This is an optimization exercise on Yosys and OpenROAD, whose aim is small area and a short achievable clock period, not a production implementation. Where RTL was checked, it was by simulation tests only, not by an equivalence proof against the original. Power and IR drop assume default switching activity.

==> wip/zinc: inputs <==
==> flow/design.v (excerpt) <==
module dsp_mult #
(
    parameter WIDTH = 32
)
(
    input  wire                  clk,
    input  wire                  rst,
    input  wire [WIDTH-1:0]      input_a_tdata,
    input  wire                  input_a_tvalid,
    output wire                  input_a_tready,
    input  wire [WIDTH-1:0]      input_b_tdata,
    input  wire                  input_b_tvalid,
    output wire                  input_b_tready,
    input  wire [WIDTH-1:0]      input_c_tdata,
    input  wire                  input_c_tvalid,
    output wire                  input_c_tready,
    output wire [(WIDTH*2)-1:0]  output_tdata,
    output reg                   output_tvalid,
    input  wire                  output_tready
);
Settings: LEC_CHECK=0, ABC_AREA=1, CAP_MARGIN=20, CORE_MARGIN=2, CORE_UTILIZATION=65, CTS_BUF_LIST=sky130_fd_sc_hd__clkbuf_8, CTS_CLUSTER_DIAMETER=50, CTS_CLUSTER_SIZE=24, SLEW_MARGIN=20, SYNTH_HIERARCHICAL=1; clock period 9.5 ns.
standard.sh (not shown) runs the stock make flow with config.mk's settings and CLKGATE_MAP_FILE= SYNTH_SCRIPT=/design/flow/synth_recipe.tcl, a recipe that flattens the netlist after the stock synthesis.
==> flow/flow/run.sh <==
#!/bin/bash
# The standard layout (the standard.sh, unchanged synthesis) with two changes:
#  - the port buffers that global placement inserts are plain buf_1 cells instead
#    of the delay buffers buffer_ports picks by default;
#  - timing repair aims for a setup margin of 5.5 ns (the period less 5.5 ns).
set -euo pipefail
export BUFFER_PORTS_ARGS="-buffer_cell sky130_fd_sc_hd__buf_1"
export SETUP_SLACK_MARGIN=5.5
bash standard.sh > standard.log 2>&1
==> wip/onyx: changes against wip/zinc <==
==> flow/flow/run.sh (replaced) <==
#!/bin/bash
# The standard layout (the standard.sh, unchanged synthesis) with two changes:
#  - the port buffers that global placement inserts are plain buf_1 cells instead
#    of the delay buffers buffer_ports picks by default;
#  - timing repair aims for a setup margin of 5.7 ns (the period less 5.7 ns).
set -euo pipefail
export BUFFER_PORTS_ARGS="-buffer_cell sky130_fd_sc_hd__buf_1"
export SETUP_SLACK_MARGIN=5.7
bash standard.sh > standard.log 2>&1
==> results by group <==
Clock tree
  • Post-CTS Setup Bufs: 22
  • Cts repair resizes: 50

Drt
  • Final wirelength: just over 90,000 µm

Final layout
  • Post-route insts no fill: 3,421
  • Commonest non-fill, non-tap cells in the layout: 525 x xor2_1, 492 x o22ai_1, 483 x fa_1

Place
  • GP Congestion: roughly 1
  • Place WS: 5.08 ns

Outcome
  • Run status: finished clean

STA
  • Measured slew at the worst slew-check pin: just over 0.9 ns
That was wip/onyx.
==> results by group <==
Outcome
  • Run status: finished clean

Final layout
  • Post-route insts no fill: 3,408

Clock tree
  • Cts repair resizes: 20
  • Post-CTS Setup Bufs: 16
That was wip/zinc.
No functional check of the RTL was part of any run of this note.

========
==> 01-09 <==
Another version of the RTL of dsp_mult (not shown whole).
clock: 9.5 ns
lec_check: 0
abc_area: 1
cap_margin: 20
core_margin: 2
core_utilization: 55
cts_buf_list: sky130_fd_sc_hd__clkbuf_8
cts_cluster_diameter: 50
cts_cluster_size: 24
slew_margin: 20
synth_hierarchical: 1
==> flow/flow/run.sh <==
#!/bin/bash
# The standard layout (the standard.sh, unchanged synthesis) with two changes:
#  - the port buffers that global placement inserts are plain buf_1 cells instead
#    of the delay buffers buffer_ports picks by default;
#  - timing repair aims for a setup margin of 5.5 ns (the period less 5.5 ns).
set -euo pipefail
export BUFFER_PORTS_ARGS="-buffer_cell sky130_fd_sc_hd__buf_1"
export SETUP_SLACK_MARGIN=5.5
bash standard.sh > standard.log 2>&1
==> inputs of 10-10, as changes to 01-09 <==
Settings changed: CORE_UTILIZATION 55 to 40, CTS_BUF_LIST sky130_fd_sc_hd__clkbuf_8 to sky130_fd_sc_hd__clkbuf_4, CTS_CLUSTER_DIAMETER 50 to not set, CTS_CLUSTER_SIZE 24 to not set.
==> comparison table <==
metric                                                                   10-10           01-09
Run status                                                      finished clean  finished clean
Number of standard cells in the final layout excluding fillers            3919            3530
Final min period                                                       4110 ps         4110 ps
Routed wire length per instance                                        24.9 um         26.6 um
Number of DRC markers in iteration 0                                      2267            2717
Detailed-routing wirelength on met1                                   37000 um        35900 um
Max Freq                                                               243 MHz         243 MHz
Vias per cell                                                             5.75            6.30
First-pass GRT wire length                                           149000 um       142000 um
Total clock buffers created by CTS                                         104              38
Clk slew on worst S/H paths                                              60 ps           80 ps
Die Footprint                                                      77000 sq um     56300 sq um
Number of global-route vias before repair                                24700           23600
Antenna Diode Count                                                          4               0
Antenna violations before repair                                             2               1
Seq pwr share                                                            0.227           0.236
Effective utilization at floorplan                                       0.403           0.556
Fraction of layout cells with a size suffix above 1                      0.117          0.0903
Sequential cell area                                                7630 sq um      7640 sq um

## port drivers added, routing unchanged
How much do the figures lean on ideal ports? The routed layouts below were timed once more, with nothing changed but the port constraints.
Step 1 (the two cells are an assumption about what drives the block):
set clk [get_ports {clk}]
set_driving_cell -lib_cell sky130_fd_sc_hd__clkbuf_16 $clk
set_driving_cell -lib_cell sky130_fd_sc_hd__buf_2 [delete_from_list [all_inputs] $clk]
Step 2 also shifts input and output timing later by t, the mid clock arrival at the registers, as if the neighbouring blocks saw the same clock.
Slacks: ideal / step 1 / step 2; pairs: ideal / step 1.
run | t, ns | slack for setup (ns) | latest minus earliest clock arrival (ns)
wip/zinc | 0.703 | 5.356 / 5.318 / 5.318 | 0.049 / 0.049
wip/onyx | 0.701 | 5.387 / 5.341 / 5.341 | 0.046 / 0.047
01-09 | 0.689 | 5.386 / 5.341 / 5.341 | 0.068 / 0.068
10-10 | 0.958 | 5.390 / 5.347 / 5.347 | 0.072 / 0.072
After both steps every run listed still meets setup and hold. For wip/onyx, which loses most, drivers alone change the setup slack by -0.046 ns; drivers and shift together by -0.046 ns.
